This is an optimization exercise on Yosys and OpenROAD, whose aim is small area and a short achievable clock period, not a production implementation.
In this exercise RTL edits were held to simulation tests only and were not proved equivalent to the original.
Power and IR drop assume default switching activity.

==> flow/design.v <==
`timescale 1ns / 1ps
module neuron #(
    parameter signed [15:0] BIAS = 0    
)(
    input clk,
    input [7:0] one,         
    input [7:0] two,         
    input [7:0] neg,         
    input [15:0] weight,     
    input clr,               
    output reg [15:0] logit
);
    wire [31:0] ts, tc;
    mul_tree tree (.one(one), .two(two), .neg(neg), .w(weight), .ps(ts), .pc(tc));
    reg [31:0] ps, pc, p;
    wire [32:0] p_next;
    add_bk #(.W(32)) padd (.a(ps), .b(pc), .s(p_next));
    always @(posedge clk) begin
        ps <= ts;
        pc <= tc;
        p <= p_next[31:0];
    end
    reg [31:0] acc;
    reg [17:0] tot;
    wire [32:0] s;
    add_pfx #(.W(32)) add (.a(acc), .b(p), .s(s));
    wire ovf = (acc[31] == p[31]) && (s[31] != acc[31]);
    wire [31:0] r = ovf ? {acc[31], {31{~acc[31]}}} : s[31:0];
    always @(posedge clk) begin
        acc <= clr ? 32'd0 : r;
        if (clr)
            tot <= r[31:14];
    end
    wire [18:0] u = {tot[17], tot} + {{3{BIAS[15]}}, BIAS};
    always @(posedge clk)
        logit <= (u[18:15] == 4'b0000 || u[18:15] == 4'b1111) ? u[15:0] :
                 u[18] ? 16'h8000 : 16'h7FFF;
endmodule
module add_pfx #(
    parameter W = 32
)(
    input [W-1:0] a,
    input [W-1:0] b,
    output [W:0] s
);
    localparam L = $clog2(W);
    wire [W*(L+1)-1:0] G, P;
    assign G[W-1:0] = a & b;
    assign P[W-1:0] = a ^ b;
    genvar l, i;
    generate
        for (l = 0; l < L; l = l + 1) begin : pfx
            for (i = 0; i < W; i = i + 1) begin : bt
                if ((i >> l) & 1) begin : merge
                    localparam integer J = ((i >> l) << l) - 1;
                    assign G[W*(l+1)+i] = G[W*l+i] | (P[W*l+i] & G[W*l+J]);
                    assign P[W*(l+1)+i] = P[W*l+i] & P[W*l+J];
                end else begin : pass
                    assign G[W*(l+1)+i] = G[W*l+i];
                    assign P[W*(l+1)+i] = P[W*l+i];
                end
            end
        end
    endgenerate
    assign s = {G[W*L+W-1], P[W-1:0] ^ {G[W*L+W-2:W*L], 1'b0}};
endmodule
module add_bk #(
    parameter W = 32
)(
    input [W-1:0] a,
    input [W-1:0] b,
    output [W:0] s
);
    localparam L = $clog2(W);
    localparam NS = 2 * L - 1;
    wire [W*(NS+1)-1:0] G, P;
    assign G[W-1:0] = a & b;
    assign P[W-1:0] = a ^ b;
    genvar st, i;
    generate
        for (st = 0; st < NS; st = st + 1) begin : pfx
            localparam integer LV = (st < L) ? st : (2 * L - 2 - st);
            localparam integer D = 1 << LV;
            for (i = 0; i < W; i = i + 1) begin : bt
                localparam integer NODE = (st < L) ? (((i + 1) % (2 * D)) == 0) :
                                          ((((i + 1) % (2 * D)) == D) && (i >= 2 * D));
                if (NODE) begin : merge
                    assign G[W*(st+1)+i] = G[W*st+i] | (P[W*st+i] & G[W*st+i-D]);
                    assign P[W*(st+1)+i] = P[W*st+i] & P[W*st+i-D];
                end else begin : pass
                    assign G[W*(st+1)+i] = G[W*st+i];
                    assign P[W*(st+1)+i] = P[W*st+i];
                end
            end
        end
    endgenerate
    assign s = {G[W*NS+W-1], P[W-1:0] ^ {G[W*NS+W-2:W*NS], 1'b0}};
endmodule
module mul_tree (
    input  [7:0] one,
    input  [7:0] two,
    input  [7:0] neg,
    input  [15:0] w,
    output [31:0] ps,
    output [31:0] pc
);
    wire pp0_0 = ((one[0] & w[0]) | (two[0] & 1'b0)) ^ neg[0];
    wire pp0_1 = ((one[0] & w[1]) | (two[0] & w[0])) ^ neg[0];
    wire pp0_2 = ((one[0] & w[2]) | (two[0] & w[1])) ^ neg[0];
    wire pp0_3 = ((one[0] & w[3]) | (two[0] & w[2])) ^ neg[0];
    wire pp0_4 = ((one[0] & w[4]) | (two[0] & w[3])) ^ neg[0];
    wire pp0_5 = ((one[0] & w[5]) | (two[0] & w[4])) ^ neg[0];
    wire pp0_6 = ((one[0] & w[6]) | (two[0] & w[5])) ^ neg[0];
    wire pp0_7 = ((one[0] & w[7]) | (two[0] & w[6])) ^ neg[0];
    wire pp0_8 = ((one[0] & w[8]) | (two[0] & w[7])) ^ neg[0];
    wire pp0_9 = ((one[0] & w[9]) | (two[0] & w[8])) ^ neg[0];
    wire pp0_10 = ((one[0] & w[10]) | (two[0] & w[9])) ^ neg[0];
    wire pp0_11 = ((one[0] & w[11]) | (two[0] & w[10])) ^ neg[0];
    wire pp0_12 = ((one[0] & w[12]) | (two[0] & w[11])) ^ neg[0];
    wire pp0_13 = ((one[0] & w[13]) | (two[0] & w[12])) ^ neg[0];
    wire pp0_14 = ((one[0] & w[14]) | (two[0] & w[13])) ^ neg[0];
    wire pp0_15 = ((one[0] & w[15]) | (two[0] & w[14])) ^ neg[0];
    wire pp0_16 = ~(((one[0] | two[0]) & w[15]) ^ neg[0]);
    wire pp1_0 = ((one[1] & w[0]) | (two[1] & 1'b0)) ^ neg[1];
    wire pp1_1 = ((one[1] & w[1]) | (two[1] & w[0])) ^ neg[1];
    wire pp1_2 = ((one[1] & w[2]) | (two[1] & w[1])) ^ neg[1];
    wire pp1_3 = ((one[1] & w[3]) | (two[1] & w[2])) ^ neg[1];
    wire pp1_4 = ((one[1] & w[4]) | (two[1] & w[3])) ^ neg[1];
    wire pp1_5 = ((one[1] & w[5]) | (two[1] & w[4])) ^ neg[1];
    wire pp1_6 = ((one[1] & w[6]) | (two[1] & w[5])) ^ neg[1];
    wire pp1_7 = ((one[1] & w[7]) | (two[1] & w[6])) ^ neg[1];
    wire pp1_8 = ((one[1] & w[8]) | (two[1] & w[7])) ^ neg[1];
    wire pp1_9 = ((one[1] & w[9]) | (two[1] & w[8])) ^ neg[1];
    wire pp1_10 = ((one[1] & w[10]) | (two[1] & w[9])) ^ neg[1];
    wire pp1_11 = ((one[1] & w[11]) | (two[1] & w[10])) ^ neg[1];
    wire pp1_12 = ((one[1] & w[12]) | (two[1] & w[11])) ^ neg[1];
    wire pp1_13 = ((one[1] & w[13]) | (two[1] & w[12])) ^ neg[1];
    wire pp1_14 = ((one[1] & w[14]) | (two[1] & w[13])) ^ neg[1];
    wire pp1_15 = ((one[1] & w[15]) | (two[1] & w[14])) ^ neg[1];
    wire pp1_16 = ~(((one[1] | two[1]) & w[15]) ^ neg[1]);
    wire pp2_0 = ((one[2] & w[0]) | (two[2] & 1'b0)) ^ neg[2];
    wire pp2_1 = ((one[2] & w[1]) | (two[2] & w[0])) ^ neg[2];
    wire pp2_2 = ((one[2] & w[2]) | (two[2] & w[1])) ^ neg[2];
    wire pp2_3 = ((one[2] & w[3]) | (two[2] & w[2])) ^ neg[2];
    wire pp2_4 = ((one[2] & w[4]) | (two[2] & w[3])) ^ neg[2];
    wire pp2_5 = ((one[2] & w[5]) | (two[2] & w[4])) ^ neg[2];
    wire pp2_6 = ((one[2] & w[6]) | (two[2] & w[5])) ^ neg[2];
    wire pp2_7 = ((one[2] & w[7]) | (two[2] & w[6])) ^ neg[2];
    wire pp2_8 = ((one[2] & w[8]) | (two[2] & w[7])) ^ neg[2];
    wire pp2_9 = ((one[2] & w[9]) | (two[2] & w[8])) ^ neg[2];
    wire pp2_10 = ((one[2] & w[10]) | (two[2] & w[9])) ^ neg[2];
    wire pp2_11 = ((one[2] & w[11]) | (two[2] & w[10])) ^ neg[2];
    wire pp2_12 = ((one[2] & w[12]) | (two[2] & w[11])) ^ neg[2];
    wire pp2_13 = ((one[2] & w[13]) | (two[2] & w[12])) ^ neg[2];
    wire pp2_14 = ((one[2] & w[14]) | (two[2] & w[13])) ^ neg[2];
    wire pp2_15 = ((one[2] & w[15]) | (two[2] & w[14])) ^ neg[2];
    wire pp2_16 = ~(((one[2] | two[2]) & w[15]) ^ neg[2]);
    wire pp3_0 = ((one[3] & w[0]) | (two[3] & 1'b0)) ^ neg[3];
    wire pp3_1 = ((one[3] & w[1]) | (two[3] & w[0])) ^ neg[3];
    wire pp3_2 = ((one[3] & w[2]) | (two[3] & w[1])) ^ neg[3];
    wire pp3_3 = ((one[3] & w[3]) | (two[3] & w[2])) ^ neg[3];
    wire pp3_4 = ((one[3] & w[4]) | (two[3] & w[3])) ^ neg[3];
    wire pp3_5 = ((one[3] & w[5]) | (two[3] & w[4])) ^ neg[3];
    wire pp3_6 = ((one[3] & w[6]) | (two[3] & w[5])) ^ neg[3];
    wire pp3_7 = ((one[3] & w[7]) | (two[3] & w[6])) ^ neg[3];
    wire pp3_8 = ((one[3] & w[8]) | (two[3] & w[7])) ^ neg[3];
    wire pp3_9 = ((one[3] & w[9]) | (two[3] & w[8])) ^ neg[3];
    wire pp3_10 = ((one[3] & w[10]) | (two[3] & w[9])) ^ neg[3];
    wire pp3_11 = ((one[3] & w[11]) | (two[3] & w[10])) ^ neg[3];
    wire pp3_12 = ((one[3] & w[12]) | (two[3] & w[11])) ^ neg[3];
    wire pp3_13 = ((one[3] & w[13]) | (two[3] & w[12])) ^ neg[3];
    wire pp3_14 = ((one[3] & w[14]) | (two[3] & w[13])) ^ neg[3];
    wire pp3_15 = ((one[3] & w[15]) | (two[3] & w[14])) ^ neg[3];
    wire pp3_16 = ~(((one[3] | two[3]) & w[15]) ^ neg[3]);
    wire pp4_0 = ((one[4] & w[0]) | (two[4] & 1'b0)) ^ neg[4];
    wire pp4_1 = ((one[4] & w[1]) | (two[4] & w[0])) ^ neg[4];
    wire pp4_2 = ((one[4] & w[2]) | (two[4] & w[1])) ^ neg[4];
    wire pp4_3 = ((one[4] & w[3]) | (two[4] & w[2])) ^ neg[4];
    wire pp4_4 = ((one[4] & w[4]) | (two[4] & w[3])) ^ neg[4];
    wire pp4_5 = ((one[4] & w[5]) | (two[4] & w[4])) ^ neg[4];
    wire pp4_6 = ((one[4] & w[6]) | (two[4] & w[5])) ^ neg[4];
    wire pp4_7 = ((one[4] & w[7]) | (two[4] & w[6])) ^ neg[4];
    wire pp4_8 = ((one[4] & w[8]) | (two[4] & w[7])) ^ neg[4];
    wire pp4_9 = ((one[4] & w[9]) | (two[4] & w[8])) ^ neg[4];
    wire pp4_10 = ((one[4] & w[10]) | (two[4] & w[9])) ^ neg[4];
    wire pp4_11 = ((one[4] & w[11]) | (two[4] & w[10])) ^ neg[4];
    wire pp4_12 = ((one[4] & w[12]) | (two[4] & w[11])) ^ neg[4];
    wire pp4_13 = ((one[4] & w[13]) | (two[4] & w[12])) ^ neg[4];
    wire pp4_14 = ((one[4] & w[14]) | (two[4] & w[13])) ^ neg[4];
    wire pp4_15 = ((one[4] & w[15]) | (two[4] & w[14])) ^ neg[4];
    wire pp4_16 = ~(((one[4] | two[4]) & w[15]) ^ neg[4]);
    wire pp5_0 = ((one[5] & w[0]) | (two[5] & 1'b0)) ^ neg[5];
    wire pp5_1 = ((one[5] & w[1]) | (two[5] & w[0])) ^ neg[5];
    wire pp5_2 = ((one[5] & w[2]) | (two[5] & w[1])) ^ neg[5];
    wire pp5_3 = ((one[5] & w[3]) | (two[5] & w[2])) ^ neg[5];
    wire pp5_4 = ((one[5] & w[4]) | (two[5] & w[3])) ^ neg[5];
    wire pp5_5 = ((one[5] & w[5]) | (two[5] & w[4])) ^ neg[5];
    wire pp5_6 = ((one[5] & w[6]) | (two[5] & w[5])) ^ neg[5];
    wire pp5_7 = ((one[5] & w[7]) | (two[5] & w[6])) ^ neg[5];
    wire pp5_8 = ((one[5] & w[8]) | (two[5] & w[7])) ^ neg[5];
    wire pp5_9 = ((one[5] & w[9]) | (two[5] & w[8])) ^ neg[5];
    wire pp5_10 = ((one[5] & w[10]) | (two[5] & w[9])) ^ neg[5];
    wire pp5_11 = ((one[5] & w[11]) | (two[5] & w[10])) ^ neg[5];
    wire pp5_12 = ((one[5] & w[12]) | (two[5] & w[11])) ^ neg[5];
    wire pp5_13 = ((one[5] & w[13]) | (two[5] & w[12])) ^ neg[5];
    wire pp5_14 = ((one[5] & w[14]) | (two[5] & w[13])) ^ neg[5];
    wire pp5_15 = ((one[5] & w[15]) | (two[5] & w[14])) ^ neg[5];
    wire pp5_16 = ~(((one[5] | two[5]) & w[15]) ^ neg[5]);
    wire pp6_0 = ((one[6] & w[0]) | (two[6] & 1'b0)) ^ neg[6];
    wire pp6_1 = ((one[6] & w[1]) | (two[6] & w[0])) ^ neg[6];
    wire pp6_2 = ((one[6] & w[2]) | (two[6] & w[1])) ^ neg[6];
    wire pp6_3 = ((one[6] & w[3]) | (two[6] & w[2])) ^ neg[6];
    wire pp6_4 = ((one[6] & w[4]) | (two[6] & w[3])) ^ neg[6];
    wire pp6_5 = ((one[6] & w[5]) | (two[6] & w[4])) ^ neg[6];
    wire pp6_6 = ((one[6] & w[6]) | (two[6] & w[5])) ^ neg[6];
    wire pp6_7 = ((one[6] & w[7]) | (two[6] & w[6])) ^ neg[6];
    wire pp6_8 = ((one[6] & w[8]) | (two[6] & w[7])) ^ neg[6];
    wire pp6_9 = ((one[6] & w[9]) | (two[6] & w[8])) ^ neg[6];
    wire pp6_10 = ((one[6] & w[10]) | (two[6] & w[9])) ^ neg[6];
    wire pp6_11 = ((one[6] & w[11]) | (two[6] & w[10])) ^ neg[6];
    wire pp6_12 = ((one[6] & w[12]) | (two[6] & w[11])) ^ neg[6];
    wire pp6_13 = ((one[6] & w[13]) | (two[6] & w[12])) ^ neg[6];
    wire pp6_14 = ((one[6] & w[14]) | (two[6] & w[13])) ^ neg[6];
    wire pp6_15 = ((one[6] & w[15]) | (two[6] & w[14])) ^ neg[6];
    wire pp6_16 = ~(((one[6] | two[6]) & w[15]) ^ neg[6]);
    wire pp7_0 = ((one[7] & w[0]) | (two[7] & 1'b0)) ^ neg[7];
    wire pp7_1 = ((one[7] & w[1]) | (two[7] & w[0])) ^ neg[7];
    wire pp7_2 = ((one[7] & w[2]) | (two[7] & w[1])) ^ neg[7];
    wire pp7_3 = ((one[7] & w[3]) | (two[7] & w[2])) ^ neg[7];
    wire pp7_4 = ((one[7] & w[4]) | (two[7] & w[3])) ^ neg[7];
    wire pp7_5 = ((one[7] & w[5]) | (two[7] & w[4])) ^ neg[7];
    wire pp7_6 = ((one[7] & w[6]) | (two[7] & w[5])) ^ neg[7];
    wire pp7_7 = ((one[7] & w[7]) | (two[7] & w[6])) ^ neg[7];
    wire pp7_8 = ((one[7] & w[8]) | (two[7] & w[7])) ^ neg[7];
    wire pp7_9 = ((one[7] & w[9]) | (two[7] & w[8])) ^ neg[7];
    wire pp7_10 = ((one[7] & w[10]) | (two[7] & w[9])) ^ neg[7];
    wire pp7_11 = ((one[7] & w[11]) | (two[7] & w[10])) ^ neg[7];
    wire pp7_12 = ((one[7] & w[12]) | (two[7] & w[11])) ^ neg[7];
    wire pp7_13 = ((one[7] & w[13]) | (two[7] & w[12])) ^ neg[7];
    wire pp7_14 = ((one[7] & w[14]) | (two[7] & w[13])) ^ neg[7];
    wire pp7_15 = ((one[7] & w[15]) | (two[7] & w[14])) ^ neg[7];
    wire pp7_16 = ~(((one[7] | two[7]) & w[15]) ^ neg[7]);
    wire hs0 = neg[5] ^ pp0_10;
    wire hc0 = neg[5] & pp0_10;
    wire hs1 = pp0_11 ^ pp1_9;
    wire hc1 = pp0_11 & pp1_9;
    wire fs0 = neg[6] ^ pp0_12 ^ pp1_10;
    wire fc0 = (neg[6] & pp0_12) | (neg[6] & pp1_10) | (pp0_12 & pp1_10);
    wire hs2 = pp2_8 ^ pp3_6;
    wire hc2 = pp2_8 & pp3_6;
    wire fs1 = pp0_13 ^ pp1_11 ^ pp2_9;
    wire fc1 = (pp0_13 & pp1_11) | (pp0_13 & pp2_9) | (pp1_11 & pp2_9);
    wire hs3 = pp3_7 ^ pp4_5;
    wire hc3 = pp3_7 & pp4_5;
    wire fs2 = neg[7] ^ pp0_14 ^ pp1_12;
    wire fc2 = (neg[7] & pp0_14) | (neg[7] & pp1_12) | (pp0_14 & pp1_12);
    wire fs3 = pp2_10 ^ pp3_8 ^ pp4_6;
    wire fc3 = (pp2_10 & pp3_8) | (pp2_10 & pp4_6) | (pp3_8 & pp4_6);
    wire hs4 = pp5_4 ^ pp6_2;
    wire hc4 = pp5_4 & pp6_2;
    wire fs4 = pp0_15 ^ pp1_13 ^ pp2_11;
    wire fc4 = (pp0_15 & pp1_13) | (pp0_15 & pp2_11) | (pp1_13 & pp2_11);
    wire fs5 = pp3_9 ^ pp4_7 ^ pp5_5;
    wire fc5 = (pp3_9 & pp4_7) | (pp3_9 & pp5_5) | (pp4_7 & pp5_5);
    wire hs5 = pp6_3 ^ pp7_1;
    wire hc5 = pp6_3 & pp7_1;
    wire fs6 = 1'b1 ^ pp0_16 ^ pp1_14;
    wire fc6 = (1'b1 & pp0_16) | (1'b1 & pp1_14) | (pp0_16 & pp1_14);
    wire fs7 = pp2_12 ^ pp3_10 ^ pp4_8;
    wire fc7 = (pp2_12 & pp3_10) | (pp2_12 & pp4_8) | (pp3_10 & pp4_8);
    wire fs8 = pp5_6 ^ pp6_4 ^ pp7_2;
    wire fc8 = (pp5_6 & pp6_4) | (pp5_6 & pp7_2) | (pp6_4 & pp7_2);
    wire fs9 = 1'b1 ^ pp1_15 ^ pp2_13;
    wire fc9 = (1'b1 & pp1_15) | (1'b1 & pp2_13) | (pp1_15 & pp2_13);
    wire fs10 = pp3_11 ^ pp4_9 ^ pp5_7;
    wire fc10 = (pp3_11 & pp4_9) | (pp3_11 & pp5_7) | (pp4_9 & pp5_7);
    wire hs6 = pp6_5 ^ pp7_3;
    wire hc6 = pp6_5 & pp7_3;
    wire fs11 = pp1_16 ^ pp2_14 ^ pp3_12;
    wire fc11 = (pp1_16 & pp2_14) | (pp1_16 & pp3_12) | (pp2_14 & pp3_12);
    wire fs12 = pp4_10 ^ pp5_8 ^ pp6_6;
    wire fc12 = (pp4_10 & pp5_8) | (pp4_10 & pp6_6) | (pp5_8 & pp6_6);
    wire fs13 = 1'b1 ^ pp2_15 ^ pp3_13;
    wire fc13 = (1'b1 & pp2_15) | (1'b1 & pp3_13) | (pp2_15 & pp3_13);
    wire hs7 = pp4_11 ^ pp5_9;
    wire hc7 = pp4_11 & pp5_9;
    wire fs14 = pp2_16 ^ pp3_14 ^ pp4_12;
    wire fc14 = (pp2_16 & pp3_14) | (pp2_16 & pp4_12) | (pp3_14 & pp4_12);
    wire hs8 = 1'b1 ^ pp3_15;
    wire hc8 = 1'b1 & pp3_15;
    wire hs9 = neg[3] ^ pp0_6;
    wire hc9 = neg[3] & pp0_6;
    wire hs10 = pp0_7 ^ pp1_5;
    wire hc10 = pp0_7 & pp1_5;
    wire fs15 = neg[4] ^ pp0_8 ^ pp1_6;
    wire fc15 = (neg[4] & pp0_8) | (neg[4] & pp1_6) | (pp0_8 & pp1_6);
    wire hs11 = pp2_4 ^ pp3_2;
    wire hc11 = pp2_4 & pp3_2;
    wire fs16 = pp0_9 ^ pp1_7 ^ pp2_5;
    wire fc16 = (pp0_9 & pp1_7) | (pp0_9 & pp2_5) | (pp1_7 & pp2_5);
    wire hs12 = pp3_3 ^ pp4_1;
    wire hc12 = pp3_3 & pp4_1;
    wire fs17 = pp1_8 ^ pp2_6 ^ pp3_4;
    wire fc17 = (pp1_8 & pp2_6) | (pp1_8 & pp3_4) | (pp2_6 & pp3_4);
    wire fs18 = pp4_2 ^ pp5_0 ^ hs0;
    wire fc18 = (pp4_2 & pp5_0) | (pp4_2 & hs0) | (pp5_0 & hs0);
    wire fs19 = pp2_7 ^ pp3_5 ^ pp4_3;
    wire fc19 = (pp2_7 & pp3_5) | (pp2_7 & pp4_3) | (pp3_5 & pp4_3);
    wire fs20 = pp5_1 ^ hc0 ^ hs1;
    wire fc20 = (pp5_1 & hc0) | (pp5_1 & hs1) | (hc0 & hs1);
    wire fs21 = pp4_4 ^ pp5_2 ^ pp6_0;
    wire fc21 = (pp4_4 & pp5_2) | (pp4_4 & pp6_0) | (pp5_2 & pp6_0);
    wire fs22 = hc1 ^ hs2 ^ fs0;
    wire fc22 = (hc1 & hs2) | (hc1 & fs0) | (hs2 & fs0);
    wire fs23 = pp5_3 ^ pp6_1 ^ hc2;
    wire fc23 = (pp5_3 & pp6_1) | (pp5_3 & hc2) | (pp6_1 & hc2);
    wire fs24 = hs3 ^ fc0 ^ fs1;
    wire fc24 = (hs3 & fc0) | (hs3 & fs1) | (fc0 & fs1);
    wire fs25 = pp7_0 ^ hc3 ^ hs4;
    wire fc25 = (pp7_0 & hc3) | (pp7_0 & hs4) | (hc3 & hs4);
    wire fs26 = fc1 ^ fs2 ^ fs3;
    wire fc26 = (fc1 & fs2) | (fc1 & fs3) | (fs2 & fs3);
    wire fs27 = hc4 ^ hs5 ^ fc2;
    wire fc27 = (hc4 & hs5) | (hc4 & fc2) | (hs5 & fc2);
    wire fs28 = fc3 ^ fs4 ^ fs5;
    wire fc28 = (fc3 & fs4) | (fc3 & fs5) | (fs4 & fs5);
    wire fs29 = hc5 ^ fc4 ^ fc5;
    wire fc29 = (hc5 & fc4) | (hc5 & fc5) | (fc4 & fc5);
    wire fs30 = fs6 ^ fs7 ^ fs8;
    wire fc30 = (fs6 & fs7) | (fs6 & fs8) | (fs7 & fs8);
    wire fs31 = hs6 ^ fc6 ^ fc7;
    wire fc31 = (hs6 & fc6) | (hs6 & fc7) | (fc6 & fc7);
    wire fs32 = fc8 ^ fs10 ^ fs9;
    wire fc32 = (fc8 & fs10) | (fc8 & fs9) | (fs10 & fs9);
    wire fs33 = pp7_4 ^ hc6 ^ fc10;
    wire fc33 = (pp7_4 & hc6) | (pp7_4 & fc10) | (hc6 & fc10);
    wire fs34 = fc9 ^ fs11 ^ fs12;
    wire fc34 = (fc9 & fs11) | (fc9 & fs12) | (fs11 & fs12);
    wire fs35 = pp6_7 ^ pp7_5 ^ hs7;
    wire fc35 = (pp6_7 & pp7_5) | (pp6_7 & hs7) | (pp7_5 & hs7);
    wire fs36 = fc11 ^ fc12 ^ fs13;
    wire fc36 = (fc11 & fc12) | (fc11 & fs13) | (fc12 & fs13);
    wire fs37 = pp5_10 ^ pp6_8 ^ pp7_6;
    wire fc37 = (pp5_10 & pp6_8) | (pp5_10 & pp7_6) | (pp6_8 & pp7_6);
    wire fs38 = hc7 ^ fc13 ^ fs14;
    wire fc38 = (hc7 & fc13) | (hc7 & fs14) | (fc13 & fs14);
    wire fs39 = pp4_13 ^ pp5_11 ^ pp6_9;
    wire fc39 = (pp4_13 & pp5_11) | (pp4_13 & pp6_9) | (pp5_11 & pp6_9);
    wire fs40 = pp7_7 ^ hs8 ^ fc14;
    wire fc40 = (pp7_7 & hs8) | (pp7_7 & fc14) | (hs8 & fc14);
    wire fs41 = pp3_16 ^ pp4_14 ^ pp5_12;
    wire fc41 = (pp3_16 & pp4_14) | (pp3_16 & pp5_12) | (pp4_14 & pp5_12);
    wire fs42 = pp6_10 ^ pp7_8 ^ hc8;
    wire fc42 = (pp6_10 & pp7_8) | (pp6_10 & hc8) | (pp7_8 & hc8);
    wire fs43 = 1'b1 ^ pp4_15 ^ pp5_13;
    wire fc43 = (1'b1 & pp4_15) | (1'b1 & pp5_13) | (pp4_15 & pp5_13);
    wire hs13 = pp6_11 ^ pp7_9;
    wire hc13 = pp6_11 & pp7_9;
    wire fs44 = pp4_16 ^ pp5_14 ^ pp6_12;
    wire fc44 = (pp4_16 & pp5_14) | (pp4_16 & pp6_12) | (pp5_14 & pp6_12);
    wire hs14 = 1'b1 ^ pp5_15;
    wire hc14 = 1'b1 & pp5_15;
    wire hs15 = neg[2] ^ pp0_4;
    wire hc15 = neg[2] & pp0_4;
    wire hs16 = pp0_5 ^ pp1_3;
    wire hc16 = pp0_5 & pp1_3;
    wire fs45 = pp1_4 ^ pp2_2 ^ pp3_0;
    wire fc45 = (pp1_4 & pp2_2) | (pp1_4 & pp3_0) | (pp2_2 & pp3_0);
    wire fs46 = pp2_3 ^ pp3_1 ^ hc9;
    wire fc46 = (pp2_3 & pp3_1) | (pp2_3 & hc9) | (pp3_1 & hc9);
    wire fs47 = pp4_0 ^ hc10 ^ hs11;
    wire fc47 = (pp4_0 & hc10) | (pp4_0 & hs11) | (hc10 & hs11);
    wire fs48 = hc11 ^ hs12 ^ fc15;
    wire fc48 = (hc11 & hs12) | (hc11 & fc15) | (hs12 & fc15);
    wire fs49 = hc12 ^ fc16 ^ fs17;
    wire fc49 = (hc12 & fc16) | (hc12 & fs17) | (fc16 & fs17);
    wire fs50 = fc17 ^ fs19 ^ fc18;
    wire fc50 = (fc17 & fs19) | (fc17 & fc18) | (fs19 & fc18);
    wire fs51 = fc19 ^ fs21 ^ fc20;
    wire fc51 = (fc19 & fs21) | (fc19 & fc20) | (fs21 & fc20);
    wire fs52 = fc21 ^ fs23 ^ fc22;
    wire fc52 = (fc21 & fs23) | (fc21 & fc22) | (fs23 & fc22);
    wire fs53 = fc23 ^ fs25 ^ fc24;
    wire fc53 = (fc23 & fs25) | (fc23 & fc24) | (fs25 & fc24);
    wire fs54 = fc25 ^ fc26 ^ fs27;
    wire fc54 = (fc25 & fc26) | (fc25 & fs27) | (fc26 & fs27);
    wire fs55 = fc27 ^ fc28 ^ fs29;
    wire fc55 = (fc27 & fc28) | (fc27 & fs29) | (fc28 & fs29);
    wire fs56 = fc29 ^ fc30 ^ fs31;
    wire fc56 = (fc29 & fc30) | (fc29 & fs31) | (fc30 & fs31);
    wire fs57 = fc31 ^ fc32 ^ fs33;
    wire fc57 = (fc31 & fc32) | (fc31 & fs33) | (fc32 & fs33);
    wire fs58 = fs35 ^ fc33 ^ fc34;
    wire fc58 = (fs35 & fc33) | (fs35 & fc34) | (fc33 & fc34);
    wire fs59 = fs37 ^ fc35 ^ fc36;
    wire fc59 = (fs37 & fc35) | (fs37 & fc36) | (fc35 & fc36);
    wire fs60 = fc37 ^ fs39 ^ fc38;
    wire fc60 = (fc37 & fs39) | (fc37 & fc38) | (fs39 & fc38);
    wire fs61 = fc39 ^ fs41 ^ fs42;
    wire fc61 = (fc39 & fs41) | (fc39 & fs42) | (fs41 & fs42);
    wire fs62 = hs13 ^ fc41 ^ fs43;
    wire fc62 = (hs13 & fc41) | (hs13 & fs43) | (fc41 & fs43);
    wire fs63 = pp7_10 ^ hc13 ^ fc43;
    wire fc63 = (pp7_10 & hc13) | (pp7_10 & fc43) | (hc13 & fc43);
    wire fs64 = pp6_13 ^ pp7_11 ^ hs14;
    wire fc64 = (pp6_13 & pp7_11) | (pp6_13 & hs14) | (pp7_11 & hs14);
    wire fs65 = pp5_16 ^ pp6_14 ^ pp7_12;
    wire fc65 = (pp5_16 & pp6_14) | (pp5_16 & pp7_12) | (pp6_14 & pp7_12);
    wire hs17 = 1'b1 ^ pp6_15;
    wire hc17 = 1'b1 & pp6_15;
    wire hs18 = neg[1] ^ pp0_2;
    wire hc18 = neg[1] & pp0_2;
    wire hs19 = pp0_3 ^ pp1_1;
    wire hc19 = pp0_3 & pp1_1;
    wire fs66 = pp1_2 ^ pp2_0 ^ hs15;
    wire fc66 = (pp1_2 & pp2_0) | (pp1_2 & hs15) | (pp2_0 & hs15);
    wire fs67 = pp2_1 ^ hc15 ^ hs16;
    wire fc67 = (pp2_1 & hc15) | (pp2_1 & hs16) | (hc15 & hs16);
    wire fs68 = hc16 ^ hs9 ^ fs45;
    wire fc68 = (hc16 & hs9) | (hc16 & fs45) | (hs9 & fs45);
    wire fs69 = hs10 ^ fc45 ^ fs46;
    wire fc69 = (hs10 & fc45) | (hs10 & fs46) | (fc45 & fs46);
    wire fs70 = fs15 ^ fc46 ^ fs47;
    wire fc70 = (fs15 & fc46) | (fs15 & fs47) | (fc46 & fs47);
    wire fs71 = fs16 ^ fc47 ^ fs48;
    wire fc71 = (fs16 & fc47) | (fs16 & fs48) | (fc47 & fs48);
    wire fs72 = fs18 ^ fc48 ^ fs49;
    wire fc72 = (fs18 & fc48) | (fs18 & fs49) | (fc48 & fs49);
    wire fs73 = fs20 ^ fc49 ^ fs50;
    wire fc73 = (fs20 & fc49) | (fs20 & fs50) | (fc49 & fs50);
    wire fs74 = fs22 ^ fc50 ^ fs51;
    wire fc74 = (fs22 & fc50) | (fs22 & fs51) | (fc50 & fs51);
    wire fs75 = fs24 ^ fc51 ^ fs52;
    wire fc75 = (fs24 & fc51) | (fs24 & fs52) | (fc51 & fs52);
    wire fs76 = fs26 ^ fc52 ^ fs53;
    wire fc76 = (fs26 & fc52) | (fs26 & fs53) | (fc52 & fs53);
    wire fs77 = fs28 ^ fc53 ^ fs54;
    wire fc77 = (fs28 & fc53) | (fs28 & fs54) | (fc53 & fs54);
    wire fs78 = fs30 ^ fc54 ^ fs55;
    wire fc78 = (fs30 & fc54) | (fs30 & fs55) | (fc54 & fs55);
    wire fs79 = fs32 ^ fc55 ^ fs56;
    wire fc79 = (fs32 & fc55) | (fs32 & fs56) | (fc55 & fs56);
    wire fs80 = fs34 ^ fc56 ^ fs57;
    wire fc80 = (fs34 & fc56) | (fs34 & fs57) | (fc56 & fs57);
    wire fs81 = fs36 ^ fc57 ^ fs58;
    wire fc81 = (fs36 & fc57) | (fs36 & fs58) | (fc57 & fs58);
    wire fs82 = fs38 ^ fc58 ^ fs59;
    wire fc82 = (fs38 & fc58) | (fs38 & fs59) | (fc58 & fs59);
    wire fs83 = fs40 ^ fc59 ^ fs60;
    wire fc83 = (fs40 & fc59) | (fs40 & fs60) | (fc59 & fs60);
    wire fs84 = fc40 ^ fs61 ^ fc60;
    wire fc84 = (fc40 & fs61) | (fc40 & fc60) | (fs61 & fc60);
    wire fs85 = fc42 ^ fs62 ^ fc61;
    wire fc85 = (fc42 & fs62) | (fc42 & fc61) | (fs62 & fc61);
    wire fs86 = fs44 ^ fc62 ^ fs63;
    wire fc86 = (fs44 & fc62) | (fs44 & fs63) | (fc62 & fs63);
    wire fs87 = fc44 ^ fs64 ^ fc63;
    wire fc87 = (fc44 & fs64) | (fc44 & fc63) | (fs64 & fc63);
    wire fs88 = hc14 ^ fs65 ^ fc64;
    wire fc88 = (hc14 & fs65) | (hc14 & fc64) | (fs65 & fc64);
    wire fs89 = pp7_13 ^ hs17 ^ fc65;
    wire fc89 = (pp7_13 & hs17) | (pp7_13 & fc65) | (hs17 & fc65);
    wire fs90 = pp6_16 ^ pp7_14 ^ hc17;
    wire fc90 = (pp6_16 & pp7_14) | (pp6_16 & hc17) | (pp7_14 & hc17);
    wire hs20 = 1'b1 ^ pp7_15;
    wire hc20 = 1'b1 & pp7_15;
    assign ps[0] = neg[0];
    assign pc[0] = pp0_0;
    assign ps[1] = pp0_1;
    assign pc[1] = 1'b0;
    assign ps[2] = pp1_0;
    assign pc[2] = hs18;
    assign ps[3] = hc18;
    assign pc[3] = hs19;
    assign ps[4] = hc19;
    assign pc[4] = fs66;
    assign ps[5] = fc66;
    assign pc[5] = fs67;
    assign ps[6] = fc67;
    assign pc[6] = fs68;
    assign ps[7] = fc68;
    assign pc[7] = fs69;
    assign ps[8] = fc69;
    assign pc[8] = fs70;
    assign ps[9] = fc70;
    assign pc[9] = fs71;
    assign ps[10] = fc71;
    assign pc[10] = fs72;
    assign ps[11] = fc72;
    assign pc[11] = fs73;
    assign ps[12] = fc73;
    assign pc[12] = fs74;
    assign ps[13] = fc74;
    assign pc[13] = fs75;
    assign ps[14] = fc75;
    assign pc[14] = fs76;
    assign ps[15] = fc76;
    assign pc[15] = fs77;
    assign ps[16] = fc77;
    assign pc[16] = fs78;
    assign ps[17] = fc78;
    assign pc[17] = fs79;
    assign ps[18] = fc79;
    assign pc[18] = fs80;
    assign ps[19] = fc80;
    assign pc[19] = fs81;
    assign ps[20] = fc81;
    assign pc[20] = fs82;
    assign ps[21] = fc82;
    assign pc[21] = fs83;
    assign ps[22] = fc83;
    assign pc[22] = fs84;
    assign ps[23] = fs85;
    assign pc[23] = fc84;
    assign ps[24] = fs86;
    assign pc[24] = fc85;
    assign ps[25] = fc86;
    assign pc[25] = fs87;
    assign ps[26] = fs88;
    assign pc[26] = fc87;
    assign ps[27] = fs89;
    assign pc[27] = fc88;
    assign ps[28] = fs90;
    assign pc[28] = fc89;
    assign ps[29] = hs20;
    assign pc[29] = fc90;
    assign ps[30] = pp7_16;
    assign pc[30] = hc20;
    assign ps[31] = 1'b1;
    assign pc[31] = 1'b0;
endmodule
`timescale 1ns / 1ps
module Softmax (
    input clk,
    input rst,
    input [63:0] in,           
    input in_valid,            
    output reg [63:0] out,
    output reg valid,
    output [7:0] led_control
);
    function [15:0] exp_lut;
        input [3:0] idx;
        begin
            case (idx)
                4'd0:  exp_lut = 16'h0800;
                4'd1:  exp_lut = 16'h09D0;
                4'd2:  exp_lut = 16'h0C20;
                4'd3:  exp_lut = 16'h0F80;
                4'd4:  exp_lut = 16'h1480;
                4'd5:  exp_lut = 16'h1C80;
                4'd6:  exp_lut = 16'h2A00;
                4'd7:  exp_lut = 16'h4000;
                4'd8:  exp_lut = 16'h6800;
                4'd9:  exp_lut = 16'hAC00;
                4'd10: exp_lut = 16'h1280;
                4'd11: exp_lut = 16'h1F80;
                4'd12: exp_lut = 16'h2C00;
                4'd13: exp_lut = 16'h4C00;
                4'd14: exp_lut = 16'h8000;
                default: exp_lut = 16'hD800;
            endcase
        end
    endfunction
    function [3:0] rank;
        input [3:0] idx;
        begin
            case (idx)
                4'd0:  rank = 4'd0;
                4'd1:  rank = 4'd1;
                4'd2:  rank = 4'd2;
                4'd3:  rank = 4'd3;
                4'd4:  rank = 4'd5;
                4'd5:  rank = 4'd6;
                4'd6:  rank = 4'd8;
                4'd7:  rank = 4'd10;
                4'd8:  rank = 4'd12;
                4'd9:  rank = 4'd14;
                4'd10: rank = 4'd4;
                4'd11: rank = 4'd7;
                4'd12: rank = 4'd9;
                4'd13: rank = 4'd11;
                4'd14: rank = 4'd13;
                default: rank = 4'd15;
            endcase
        end
    endfunction
    wire [3:0] i0 = {~in[15], in[14:12]};
    wire [3:0] i1 = {~in[31], in[30:28]};
    wire [3:0] i2 = {~in[47], in[46:44]};
    wire [3:0] i3 = {~in[63], in[62:60]};
    wire [15:0] e0 = exp_lut(i0);
    wire [15:0] e1 = exp_lut(i1);
    wire [15:0] e2 = exp_lut(i2);
    wire [15:0] e3 = exp_lut(i3);
    reg [12:0] p01, p23;
    wire [12:0] p01_next, p23_next;
    wire [13:0] sum;
    add_pfx #(.W(12)) add01 (.a(e0[15:4]), .b(e1[15:4]), .s(p01_next));
    add_pfx #(.W(12)) add23 (.a(e2[15:4]), .b(e3[15:4]), .s(p23_next));
    add_pfx #(.W(13)) add4 (.a(p01), .b(p23), .s(sum));
    wire [3:0] s = sum[13:10];
    wire [2:0] sh = (s == 4'b0000) ? 3'd4 :
                    (s[3:1] == 3'b001) ? 3'd3 :
                    (s[3:2] == 2'b01) ? 3'd2 :
                    s[3] ? 3'd1 : 3'd0;
    wire [3:0] r0 = rank(i0);
    wire [3:0] r1 = rank(i1);
    wire [3:0] r2 = rank(i2);
    wire [3:0] r3 = rank(i3);
    reg g10, g20, g30, g21, g31, g32;
    wire [1:0] cls = (g30 && g31 && g32) ? 2'd3 :
                     (g20 && g21) ? 2'd2 :
                     g10 ? 2'd1 : 2'd0;
    reg [3:0] led;
    assign led_control = {4'b0000, led};
    reg valid_d;
    wire [15:0] n0 = e0 >> sh;
    wire [15:0] n1 = e1 >> sh;
    wire [15:0] n2 = e2 >> sh;
    wire [15:0] n3 = e3 >> sh;
    always @(posedge clk) begin
        p01 <= p01_next;
        g10 <= r1 > r0;
        g20 <= r2 > r0;
        g30 <= r3 > r0;
        g21 <= r2 > r1;
        g31 <= r3 > r1;
        g32 <= r3 > r2;
        p23 <= p23_next;
        valid_d <= !rst && in_valid;
        out <= {1'b0, n3[14:0], 1'b0, n2[14:0], 1'b0, n1[14:0], 1'b0, n0[14:0]};
        led <= 4'b0001 << cls;
        valid <= !rst && valid_d;
    end
endmodule
`timescale 1ns / 1ps
module fc_head #(
    parameter DATA_WIDTH = 16,
    parameter NUM_INPUTS = 1024,
    parameter NUM_OUTPUTS = 4
)(
    input clk,
    input rst,
    input [DATA_WIDTH-1:0] myinput,
    input [DATA_WIDTH*NUM_OUTPUTS-1:0] myweights,
    input myinputValid,
    output [DATA_WIDTH*NUM_OUTPUTS-1:0] softmax_out,
    output softmax_valid,
    output [7:0] led_control,
    output [DATA_WIDTH*NUM_OUTPUTS-1:0] logits
);
    reg [9:0] input_count;
    reg [63:0] weights;
    reg last0, last1, last2, last3, logit_valid, rst_d, clr;
    reg [7:0] b_one, b_two, b_neg;
    reg [7:0] b_one_n, b_two_n, b_neg_n;
    wire take = myinputValid && !rst;
    wire [16:0] xe = {myinput, 1'b0};
    wire [7:0] e_one, e_two, e_neg;
    genvar i;
    generate
        for (i = 0; i < 8; i = i + 1) begin : booth
            assign e_one[i] = xe[2*i+1] ^ xe[2*i];
            assign e_two[i] = (xe[2*i+2] & ~xe[2*i+1] & ~xe[2*i]) | (~xe[2*i+2] & xe[2*i+1] & xe[2*i]);
            assign e_neg[i] = xe[2*i+2];
        end
    endgenerate
    always @(posedge clk) begin
        b_one <= take ? e_one : 8'd0;
        b_two <= take ? e_two : 8'd0;
        b_neg <= take ? e_neg : 8'd0;
        b_one_n <= ~(take ? e_one : 8'd0);
        b_two_n <= ~(take ? e_two : 8'd0);
        b_neg_n <= ~(take ? e_neg : 8'd0);
        weights <= myweights;
        rst_d <= rst;
        clr <= rst_d || last1;
        if (rst) begin
            input_count <= 0;
            last0 <= 0;
            last1 <= 0;
            last2 <= 0;
            last3 <= 0;
            logit_valid <= 0;
        end else begin
            if (myinputValid)
                input_count <= input_count + 1;
            last0 <= myinputValid && (input_count == NUM_INPUTS-1);
            last1 <= last0;
            last2 <= last1;
            last3 <= last2;
            logit_valid <= last3;
        end
    end
    localparam [63:0] BIASES = {16'h003C, 16'h0001, 16'hFFD1, 16'h0006};
    generate
        for (i = 0; i < NUM_OUTPUTS; i = i + 1) begin : output_layer
            neuron #(
                .BIAS(BIASES[(i+1)*DATA_WIDTH-1 -: DATA_WIDTH])
            ) neuron_output (
                .clk(clk),
                .one(i < 2 ? b_one : ~b_one_n),
                .two(i < 2 ? b_two : ~b_two_n),
                .neg(i < 2 ? b_neg : ~b_neg_n),
                .weight(weights[(i+1)*DATA_WIDTH-1 -: DATA_WIDTH]),
                .clr(clr),
                .logit(logits[(i+1)*DATA_WIDTH-1 -: DATA_WIDTH])
            );
        end
    endgenerate
    Softmax softmax_inst (
        .clk(clk),
        .rst(rst),
        .in(logits),
        .in_valid(logit_valid),
        .out(softmax_out),
        .valid(softmax_valid),
        .led_control(led_control)
    );
endmodule
==> flow/run.sh <==
#!/bin/bash
# synth_recipe.tcl (not shown) runs the flow's synth.tcl, then flattens the netlist and writes it again
# the make line also repeats each setting of config.mk as NAME=value (left out here)
make -C /OpenROAD-flow-scripts/flow DESIGN_CONFIG=/design/flow/config.mk WORK_HOME=/design/flow/orfs CLKGATE_MAP_FILE= SYNTH_SCRIPT=/design/flow/synth_recipe.tcl finish
==> flow/config.mk <==
export PLATFORM = sky130hd
export DESIGN_NAME = fc_head
export DESIGN_NICKNAME = fc_head
export VERILOG_FILES = /design/flow/design.v
export SDC_FILE = /design/flow/constraint.sdc
export NUM_CORES = 4
export LEC_CHECK = 0
export ABC_CLOCK_PERIOD_IN_PS = 3000
export CAP_MARGIN = 20
export CORE_MARGIN = 2
export CORE_UTILIZATION = 40
export CTS_CLUSTER_DIAMETER = 80
export CTS_CLUSTER_SIZE = 30
export SETUP_SLACK_MARGIN = 4.8
export SLEW_MARGIN = 20
==> flow/constraint.sdc <==
create_clock -name core_clock -period 8.0 [get_ports {clk}]
set_input_delay 1.6000 -clock core_clock [delete_from_list [all_inputs] [get_ports {clk}]]
set_output_delay 1.6000 -clock core_clock [all_outputs]
set_load 0.01 [all_outputs]
==> flow_summary.toml, run 1 <==
[worst_setup_path]
r2r-start = "b_neg_n[2]$_DFF_P_"
criticalPathCategory = "flop to flop"
reg2reg_slack_ps = 4830
path_max_fanout = 19
r2r_cells = 8
startpoint = "b_neg_n[2]$_DFF_P_"
crit_required_ps = 8550
r2r-end = "output_layer[2].neuron_output.pc[21]$_DFF_P_"
start_kind = "flop"
critPathArrivalTime_ps = 3720
end_kind = "flop"

[synth]
synthArstFlopShare_pct = 0
synth_edf_count = 72
synth.cell_area_um2 = 55400
yosysTopAreaCell = "dfxtp_1"
syn-instance-count = 5692
ys_types = 85
synth-seq-cells = 861
yosys-top-cells-area = "dfxtp_1 (29%), fa_1 (16%), ha_1 (9.3%)"
synth_top_area_share_pct = 28.5
ys_warn_count = 6
synth-seq-area-share_pct = 32.4
syn_area_per_cell_um2 = 9.73
synth_flop_cell = "dfxtp_1"

[die]
rows = 136
die_y_um = 376
start_util_pct = 40.3
die_area_um2 = 141000
coreArea_um2 = 137000
die_w_um = 376
ios = 220

[clocking]
cts_buffer_depth = 3
cts_root_buf = "clkbuf_16"
clk_pin_slew_worst_paths_ps = 100
htree_levels = 2
cts_buffers = 57
clkSinkCount = 861
ctsHoldBuffers = 0
clkLatencyLatePin_ps = 710
tritoncts = "done"

[sta]
hold_violations = 0
setup_tns_ps = 0
rsz0062_at_grt = "yes"
setup_viol = 0
fin_crit_ps = 3170
max_slew.worst_pin.slew_ps = 973
slew_violations = 0
finalCritPeriodShare_pct = 39.6
fmax_mhz = 315
skew_ps = 47.0
slew_headroom_pct = 34.7

[grt]
grt_pass1_vias = 40300
grt_max_degree = 72
antenna_found_initial = 4
grt_usage_pct = 20.1
grt_pass1_wl_mm = 228
gr-total-overflow = 0

[pwr]
powerDensity_nw_per_um2 = 396
vdd_ir_drop_max_mv = 0.360
power_leakage_nw = 27.2

[route]
drt_first_pass_iters = 6
drtIter0Drc = 3809
vias_per_cell = 5.35
routed_wl_mm = 147
avgRoutedWirePerCell_um = 19.2
vias = 40900
ant_nets = 0
drc_errors = 0

[layout]
multi_input_area_um2 = 34300
fin_area_um2 = 63500
final.fill_count = 13000
register_area_um2 = 18100
antenna_cells = 0
fin_nets = 6743
drive_gt1_share_pct = 10.1
synthToLayoutAreaGrowth_pct = 14.7
stdcell_count = 7654

[flow_run]
drv_cap = 0

[place]
placed_area_um2 = 58700
port-buffer-count = 211
placed_cells = 7394
finalWeightedCongestion = 0.871
dp_hpwl_mm = 101

[run_status]
status = "timing/DRC/antenna clean"

[worst_hold_path]
hp-start = "softmax_inst.g10$_DFF_P_"
hold_class = "flop to flop"
hold_path_depth = 1
worst_hold_path.endpoint = "softmax_inst.led[0]$_SDFF_PP0_"
-- layout by cell type (no fill, tap or decap), types with 28 or more instances in the layout --
cell and n:
dfxtp_1 706, inv_1 588, xnor2_1 579, fa_1 428, ha_1 401, nor2_1 281
a22oi_1 256, o22ai_1 250, nand2_1 248, a21oi_1 226, o21ai_0 185, xor2_1 182
buf_4 147, dlygate4sd2_1 117, clkdlybuf4s50_1 90, a21o_1 87, edfxtp_1 72, nor2b_1 63
clkbuf_16 61, dfxtp_2 56, nand3_1 53, mux2i_1 42, nor3_1 42, clkinvlp_4 36
o21a_1 33, o21ai_1 28
-- where the power goes --
| group | internal [mW] | switching [mW] |
|---|---|---|
| Clock | 1.58 | 1.91 |
| Sequential | 6.33 | 1.11 |
| Combinational | 5.99 | 8.20 |
| Total | 13.9 | 11.2 |
-- cell usage after synthesis (72+ instances only) --
cell type,instances
a21o_1,87
a21oi_1,243
a22oi_1,256
clkbuf_1,294
dfxtp_1,789
edfxtp_1,72
fa_1,436
ha_1,411
inv_1,623
nand2_1,254
nor2_1,290
o21ai_0,198
o22ai_1,256
xnor2_1,585
xor2_1,185
-- worst max-delay path, stage by stage (launching register included) --
cell and delay [ps]:
dfxtp_1 350, buf_8 270, inv_6 180, xnor2_1 300, fa_1 460, fa_1 420
fa_1 500, inv_1 50, fa_1 480
-- sequential cells by signal (all words and copies together) (netlist names), 10 cells and up --
signal and count:
input_count 10, softmax_inst.out 60, output_layer.neuron_output.logit 64, output_layer.neuron_output.pc 120, output_layer.neuron_output.ps 122, output_layer.neuron_output.tot 72
softmax_inst.p01 13, output_layer.neuron_output.acc 128, softmax_inst.p23 13, weights 64, output_layer.neuron_output.p 128
-- timing repair --
| item | in CTS | in global routing |
|---|---|---|
| cloned | 0 | 6 |
| resized for setup | 324 | 174 |
| endpoints found under the setup margin | 462 | 271 |
| buffers inserted | 68 | 80 |
| pin swaps | 22 | 54 |
-- worst max path at each step --
stage,endpoint,cells past startpoint
final,output_layer[2].neuron_output.pc[21]$_DFF_P_,8
after global routing,output_layer[0].neuron_output.p[29]$_DFF_P_,14
after CTS,output_layer[0].neuron_output.p[29]$_DFF_P_,14
after detailed placement,output_layer[0].neuron_output.p[29]$_DFF_P_,13
after global placement,output_layer[0].neuron_output.p[29]$_DFF_P_,13
after floorplan,output_layer[0].neuron_output.pc[17]$_DFF_P_,8
-- final cells by class --
type,instances,share of cell area [%]
well taps,1794,3.54
repair inverters,3,0.0355
flip-flops and latches,861,28.6
inverters,632,3.96
clock inverters,44,1.21
multi-input cells,3847,54.1
repair buffers,411,6.21
clock buffers,62,2.38
-- per-stage QoR --
stage               total power [mW]  util (%)  setup slack (ps)  hold slack [ps]
floorplan                       16.9         -              4760              329
detailed placement              21.0      42.7              4120              409
CTS                             24.7      45.1              4680              427
finish                          25.1      46.2              4830              428
global placement                20.7      42.7              4150              417
global route                    27.4      46.2              4710              456
-- cells by family (layout without fill, tap and decap cells) --
kind of cell / Yosys count / in the layout / share of synthesized area (%)
adders and majority gates: 849 / 849 / 25.1
other: 1 / 8 / 0.00677
muxes: 51 / 51 / 0.938
buffers and inverters: 993 / 1152 / 6.87
xor gates and xnor gates: 770 / 770 / 12.2
and+or+nand+nor: 871 / 873 / 7.24
DFF: 861 / 861 / 32.4
AOI/OAI and AO/OA: 1296 / 1296 / 15.2
-- metal layers --
| layer | GRT usage, % | share of wire, % | wire [µm] | vias up |
|---|---|---|---|---|
| li1 | - | - | - | 19300 |
| met1 | 29.0 | 46 | 68100 | 19800 |
| met2 | 31.0 | 43 | 63600 | 1517 |
| met3 | 2.87 | 7.1 | 10500 | 302 |
| met4 | 6.45 | 3.3 | 4840 | 2 |
| met5 | 0 | 0.0088 | 13 | - |
==> run 2, diff against run 1 <==
--- a/flow/config.mk
+++ b/flow/config.mk
@@ -5,7 +5,7 @@
 export SDC_FILE = /design/flow/constraint.sdc
 export NUM_CORES = 4
 export LEC_CHECK = 0
-export ABC_CLOCK_PERIOD_IN_PS = 3000
+export ABC_CLOCK_PERIOD_IN_PS = 1500
 export CAP_MARGIN = 20
 export CORE_MARGIN = 2
 export CORE_UTILIZATION = 40
==> run 2 against run 1 <==
Compared with the run above: critical path depth unchanged; power did not move; flip-flop and latch count unchanged; count of clock-buffer cells in the layout is the same; cell count is the same; fmax did not move; clock power hardly changed; first-iteration DRC count stayed put; register-to-register slack barely moved; sequential power about the same; non-clock buffer count did not move; sequential share of layout area unchanged.
==> flow_summary.toml, run 2 <==
[run_status]
status = "timing/DRC/antenna clean"

[layout]
drive_gt1_share_pct = 10.1
fin_nets = 6743
antenna_cells = 0
layout_top_registers = "output_layer.neuron_output.acc x128, output_layer.neuron_output.p x128, output_layer.neuron_output.ps x122"
final_util_pct = 46.2
final.fill_count = 13000
most-common-layout-cells = "dfxtp_1 (706), inv_1 (588), xnor2_1 (579)"
final_common_cell = "dfxtp_1"
synthToLayoutAreaGrowth_pct = 14.7

[synth]
ys_warn_count = 6
yosysTopAreaCell = "dfxtp_1"
synth_xor_area_share_pct = 12.2
synthTopCellsByCount = "dfxtp_1 (789), inv_1 (623), xnor2_1 (585)"
synth_top_area_share_pct = 28.5
synth.cell_area_um2 = 55400
synth-compound-area-share_pct = 15.2
synth_flop_cell = "dfxtp_1"
synthArstFlopShare_pct = 0
yosysMostFrequentCell = "dfxtp_1"
synth_top_family_by_area = "adder cells"
ys_types = 85
synth-seq-area-share_pct = 32.4
synth-seq-cells = 861
yosys-top-cells-area = "dfxtp_1 (29%), fa_1 (16%), ha_1 (9.3%)"
syn_area_per_cell_um2 = 9.73
synth_edf_count = 72
synth-adder-area-share_pct = 25.1
synth-simple-area-share_pct = 7.24
syn-instance-count = 5692
synth.area.mux_share_pct = 0.938

[pwr]
vdd_ir_drop_max_mv = 0.360
p_clk_share_pct = 13.9
p_sw_share_pct = 44.7
combPwrFrac_pct = 56.5
internal_power_mw = 13.9
total_power_mw = 25.1
switchingPower_mw = 11.2
power_leakage_nw = 27.2
powerDensity_nw_per_um2 = 396
seq_power_share_pct = 29.6

[route]
vias = 40900
drtIter0Drc = 3809
vias_per_cell = 5.35
drc_errors = 0
avgRoutedWirePerCell_um = 19.2
routed_wl_mm = 147
drt_first_pass_iters = 6
ant_nets = 0

[worst_hold_path]
hold_class = "flop to flop"

[worst_setup_path]
end_kind = "flop"
criticalPathCategory = "flop to flop"
path_max_fanout = 19
critPathArrivalTime_ps = 3720
start_kind = "flop"
crit_required_ps = 8550

[sta]
setup_viol = 0
slew_violations = 0
skew_ps = 47.0
fmax_mhz = 315
setup_tns_ps = 0
fin_crit_ps = 3170
slew_headroom_pct = 34.7
hold_slack_ps = 428
finalCritPeriodShare_pct = 39.6
max_slew.worst_pin.slew_ps = 973
rsz0062_at_grt = "yes"
hold_violations = 0

[die]
start_util_pct = 40.3
die_y_um = 376
die_area_um2 = 141000
die_w_um = 376
ios = 220
coreArea_um2 = 137000
rows = 136

[place]
port-buffer-count = 211
dp_hpwl_mm = 101
finalWeightedCongestion = 0.871

[grt]
grt_pass1_wl_mm = 228
grt_max_degree = 72
use_met1_pct = 29.0
antenna_found_initial = 4
globalRouteMet3Util_pct = 2.87
grt_use_met2_pct = 31.0
busiest_layer = "met2"
grt_usage_pct = 20.1
gr-total-overflow = 0
grt_pass1_vias = 40300

[clocking]
cts_buffers = 57
cts_root_buf = "clkbuf_16"
tritoncts = "done"
cts_buffer_depth = 3
clkLatencyLatePin_ps = 710
clk_pin_slew_worst_paths_ps = 100
clkSinkCount = 861
htree_levels = 2

[flow_run]
drv_cap = 0
==> run 2: cell counts after synthesis <==
Identical to the previous run, type by type.
==> run 2: stage by stage <==
| stage | cell area [µm²] | instances | worst slack [ps] |
|---|---|---|---|
| 2_1_floorplan | 55400 | 5699 | 4760 |
| 3_3_place_gp | 58700 | 7394 | 4150 |
| 3_5_place_dp | 58700 | 7394 | 4120 |
| 4_1_cts | 62000 | 7568 | 4680 |
| 5_1_grt | 63500 | 7654 | 4710 |
| 6_report | 63500 | 7654 | 4830 |
==> run 2: logic make-up after synthesis <==
family	count (synthesis)
flip-flops	861
AND/OR/NAND/NOR	871
other	1
XOR/XNOR	770
buffers and inverters	993
AO/OA/AOI/OAI	1296
multiplexers	51
adder cells (fa/ha/maj)	849
==> run 2: what timing repair did <==
| action | in CTS | in global routing |
|---|---|---|
| setup endpoints to repair | 462 | 271 |
| hold buffers | 0 | 0 |
| gates cloned | 0 | 6 |
| pin swaps | 22 | 54 |
| resized for setup | 324 | 174 |
| setup buffers | 68 | 80 |
==> run 2: cell type report <==
class / instances / area (µm²) / area share (%)
timing repair buffer: 411 / 3940 / 6.21
tap: 1794 / 2240 / 3.54
inverter: 632 / 2520 / 3.96
clock buffer: 62 / 1510 / 2.38
multi-input combinational: 3847 / 34300 / 54.1
sequential: 861 / 18100 / 28.6
timing repair inverter: 3 / 22.5 / 0.0355
clock inverter: 44 / 768 / 1.21
==> run 2: worst max-delay path, stage by stage, from the launching register on <==
cell and delay (ps):
dfxtp_1 350, buf_8 270, inv_6 180, xnor2_1 300
fa_1 460, fa_1 420, fa_1 500, inv_1 50
fa_1 480
==> run 2: path summary, 6_finish.rpt <==
| kind | start | slack [ps] | depth (start not counted) | endpoint |
|---|---|---|---|---|
| min | softmax_inst.g10$_DFF_P_ | 430 | 1 | softmax_inst.led[0]$_SDFF_PP0_ |
| max | b_neg_n[2]$_DFF_P_ | 4830 | 8 | output_layer[2].neuron_output.pc[21]$_DFF_P_ |
| min reg2reg | softmax_inst.g10$_DFF_P_ | 430 | 1 | softmax_inst.led[0]$_SDFF_PP0_ |
| max reg2reg | b_neg_n[2]$_DFF_P_ | 4830 | 8 | output_layer[2].neuron_output.pc[21]$_DFF_P_ |
==> run 2: power by group through the flow <==
stage / Sequential (mW) / Clock (mW) / Combinational [mW]
after floorplan: 7.15 / 0 / 9.72
after global placement: 7.52 / 0 / 13.2
after detailed placement: 7.53 / 0 / 13.4
after CTS: 7.45 / 3.62 / 13.6
after global routing: 7.62 / 3.77 / 16.0
final: 7.44 / 3.49 / 14.2
==> run 2: metal layers <==
metal  up-vias  part of all wire (%)
li1      19300                     -
met1     19800                    46
met2      1517                    43
met3       302                   7.1
met4         2                   3.3
met5         -                0.0088
==> run 3, diff against run 2 <==
--- a/flow/config.mk
+++ b/flow/config.mk
@@ -6,10 +6,10 @@
 export NUM_CORES = 4
 export LEC_CHECK = 0
 export ABC_CLOCK_PERIOD_IN_PS = 1500
-export CAP_MARGIN = 20
+export CAP_MARGIN = 5
 export CORE_MARGIN = 2
 export CORE_UTILIZATION = 40
 export CTS_CLUSTER_DIAMETER = 80
 export CTS_CLUSTER_SIZE = 30
 export SETUP_SLACK_MARGIN = 4.8
-export SLEW_MARGIN = 20
+export SLEW_MARGIN = 5
==> run 3 against run 2 <==
Compared with the run above: critical endpoint is now output_layer[3].neuron_output.pc[17]$_DFF_P_; critical path depth unchanged; sequential power about the same; sequential share of layout area shrank 0.052 points; largest cell class unchanged; non-clock buffer count is 13 lower; count of clock-buffer cells in the layout grew 1; synthesized area stayed put.
==> flow_summary.toml, run 3 <==
[run_status]
status = "timing/DRC/antenna clean"

[clocking]
clk_pin_slew_worst_paths_ps = 100
clkLatencyLatePin_ps = 710
tritoncts = "done"
htree_levels = 2
cts_buffers = 60
cts_buffer_depth = 3
cts_root_buf = "clkbuf_16"
clkSinkCount = 861

[worst_setup_path]
r2r_cells = 8
cp_cell_sequence = "clkinvlp_2, o22ai_1, xnor2_1, fa_1, fa_1, fa_1, inv_1, fa_1"
cp_slowest_cell = "fa_1"
crit_family = "adder cells"
critPathMaxStageDelay_ps = 510
worstPathBufferInverterCount = 2
reg2reg_slack_ps = 4840
path_max_fanout = 4
start_kind = "flop"
r2r-end = "output_layer[3].neuron_output.pc[17]$_DFF_P_"
end_kind = "flop"
criticalPathCategory = "flop to flop"
cp_common_cell = "fa_1"
crit_required_ps = 8600
r2r-start = "weights[56]$_DFF_P_"
critPathArrivalTime_ps = 3760

[synth]
ys_warn_count = 6
synth-seq-cells = 861
synth.cell_area_um2 = 55400
synth-seq-area-share_pct = 32.4
synthArstFlopShare_pct = 0
synthTopCellsByCount = "dfxtp_1 (789), inv_1 (623), xnor2_1 (585)"
synth_top_area_share_pct = 28.5
synth_edf_count = 72
synth_flop_cell = "dfxtp_1"
ys_types = 85
yosysMostFrequentCell = "dfxtp_1"
yosys-top-cells-area = "dfxtp_1 (29%), fa_1 (16%), ha_1 (9.3%)"
yosysTopAreaCell = "dfxtp_1"
syn-instance-count = 5692
syn_area_per_cell_um2 = 9.73

[grt]
grt_usage_pct = 20.2
grt_pass1_vias = 40500
grt_pass1_wl_mm = 228
grt_max_degree = 72
gr-total-overflow = 0
antenna_found_initial = 3

[worst_hold_path]
hold_class = "flop to flop"
hold_path_depth = 1
hp-start = "softmax_inst.g10$_DFF_P_"
worst_hold_path.endpoint = "softmax_inst.led[0]$_SDFF_PP0_"

[route]
vias = 41100
avgRoutedWirePerCell_um = 19.3
drtIter0Drc = 3747
routed_wl_mm = 147
drt_first_pass_iters = 6
vias_per_cell = 5.37
ant_nets = 0
drc_errors = 0

[layout]
final_util_pct = 46.3
final_common_cell = "dfxtp_1"
layout_top_registers = "output_layer.neuron_output.acc x128, output_layer.neuron_output.p x128, output_layer.neuron_output.ps x122"
most-common-layout-cells = "dfxtp_1 (705), inv_1 (588), xnor2_1 (578)"
fin_nets = 6735
drive_gt1_share_pct = 10.1
synthToLayoutAreaGrowth_pct = 14.9

[die]
coreArea_um2 = 137000
ios = 220
start_util_pct = 40.3
die_y_um = 376
die_area_um2 = 141000
die_w_um = 376
rows = 136

[sta]
slew_violations = 0
rsz0062_at_grt = "yes"
setup_viol = 0
fin_crit_ps = 3160
slew_headroom_pct = 19.8
setup_tns_ps = 0
max_slew.worst_pin.slew_ps = 1200
finalCritPeriodShare_pct = 39.5
fmax_mhz = 317
hold_violations = 0
hold_slack_ps = 441
skew_ps = 44.7
setup_ws_ps = 4840

[place]
dp_hpwl_mm = 101
finalWeightedCongestion = 0.871
port-buffer-count = 211
pre_cts_ws_ps = 4120

[pwr]
vdd_ir_drop_max_mv = 0.377
power_leakage_nw = 27.3
powerDensity_nw_per_um2 = 398

[flow_run]
drv_cap = 0
## run 3: area by class of cell
type	count	area, µm²
fill	12900	73900
antenna	2	5.00
clock inverter	51	891
tap	1794	2240
clock buffer	63	1570
inverter	632	2510
timing repair buffer	398	3880
sequential	861	18100
timing repair inverter	4	25.0
multi-input combinational	3848	34300
## run 3: power by group
group          total [mW]  switching, mW  leakage, nW  internal, mW
logic                14.2           8.21         18.8          5.99
clock network        3.68           2.01         1.17          1.67
registers            7.45           1.12         7.32          6.33
total                25.3           11.3         27.3          14.0
## run 3: worst max-delay path by stage
stage | start | endpoint | cells past startpoint
2_1_floorplan | b_neg[2]$_DFF_P_ | output_layer[0].neuron_output.pc[17]$_DFF_P_ | 8
3_3_place_gp | output_layer[1].neuron_output.ps[0]$_DFF_P_ | output_layer[0].neuron_output.p[29]$_DFF_P_ | 13
3_5_place_dp | output_layer[1].neuron_output.ps[0]$_DFF_P_ | output_layer[0].neuron_output.p[29]$_DFF_P_ | 13
4_1_cts | output_layer[1].neuron_output.ps[0]$_DFF_P_ | output_layer[0].neuron_output.p[29]$_DFF_P_ | 14
5_1_grt | output_layer[2].neuron_output.ps[0]$_DFF_P_ | output_layer[3].neuron_output.p[30]$_DFF_P_ | 12
6_report | weights[56]$_DFF_P_ | output_layer[3].neuron_output.pc[17]$_DFF_P_ | 8
## run 3: through the flow
step                      power, mW  area [µm²]  cells
after floorplan                16.9       55400   5699
after global placement         20.7       58700   7394
after detailed placement       21.0       58700   7394
after CTS                      24.9       62200   7582
after global routing           27.5       63600   7651
final                          25.3       63600   7653
## run 3: what timing repair did
action,4_1_cts,5_1_grt
buffers inserted,73,62
endpoints found under the setup margin,478,271
gates resized for setup,326,194
pin swaps,24,49
hold buffers,0,0
cloned,1,7
## run 3: kinds of logic (layout without fill, tap and decap cells)
family          count (synthesis)  count (layout)  share of synthesized area [%]
buf+inv                       993            1148                           6.87
compound gates               1296            1296                           15.2
flops                         861             861                           32.4
mux                            51              51                          0.938
xor+xnor                      770             770                           12.2
simple gates                  871             874                           7.24
other cells                     1              10                        0.00677
fa+ha+maj                     849             849                           25.1
## run 3: per-layer routing
layer  global-route usage [%]  wire length [µm]  vias to the layer above
li1                         -                 -                    19300
met1                     29.1             68700                    19900
met2                     31.0             63400                     1527
met3                     2.69             10200                      335
met4                     7.01              5110                        2
met5                        0                13                        -

-- static timing again, ports no longer ideal --
The flow's constraints put no driver on any port. The routed layouts listed below were extracted and timed again, unchanged, in two steps.
Step 1 assumes that a clkbuf_16 drives the clock port and a buf_2 every other input.
Step 2 times the ports against the registers' clock, not the clock port: input delays grow and output delays shrink by t, the midpoint of the rising clock arrivals with the driver on.
Slacks: no drivers / after step 1 / after step 2; pairs: no drivers / after step 1.
| run | t (ns) | setup WS [ns] | worst data-port slew with drivers (ns) | pins driven straight from the clock port |
|---|---|---|---|---|
| run 1 | 0.760 | 4.830 / 4.783 / 4.597 | 0.10 | 1 |
| run 2 | 0.760 | 4.830 / 4.783 / 4.597 | 0.10 | 1 |
| run 3 | 0.764 | 4.841 / 4.799 / 4.609 | 0.11 | 1 |
After both steps setup and hold are still met in every run listed.
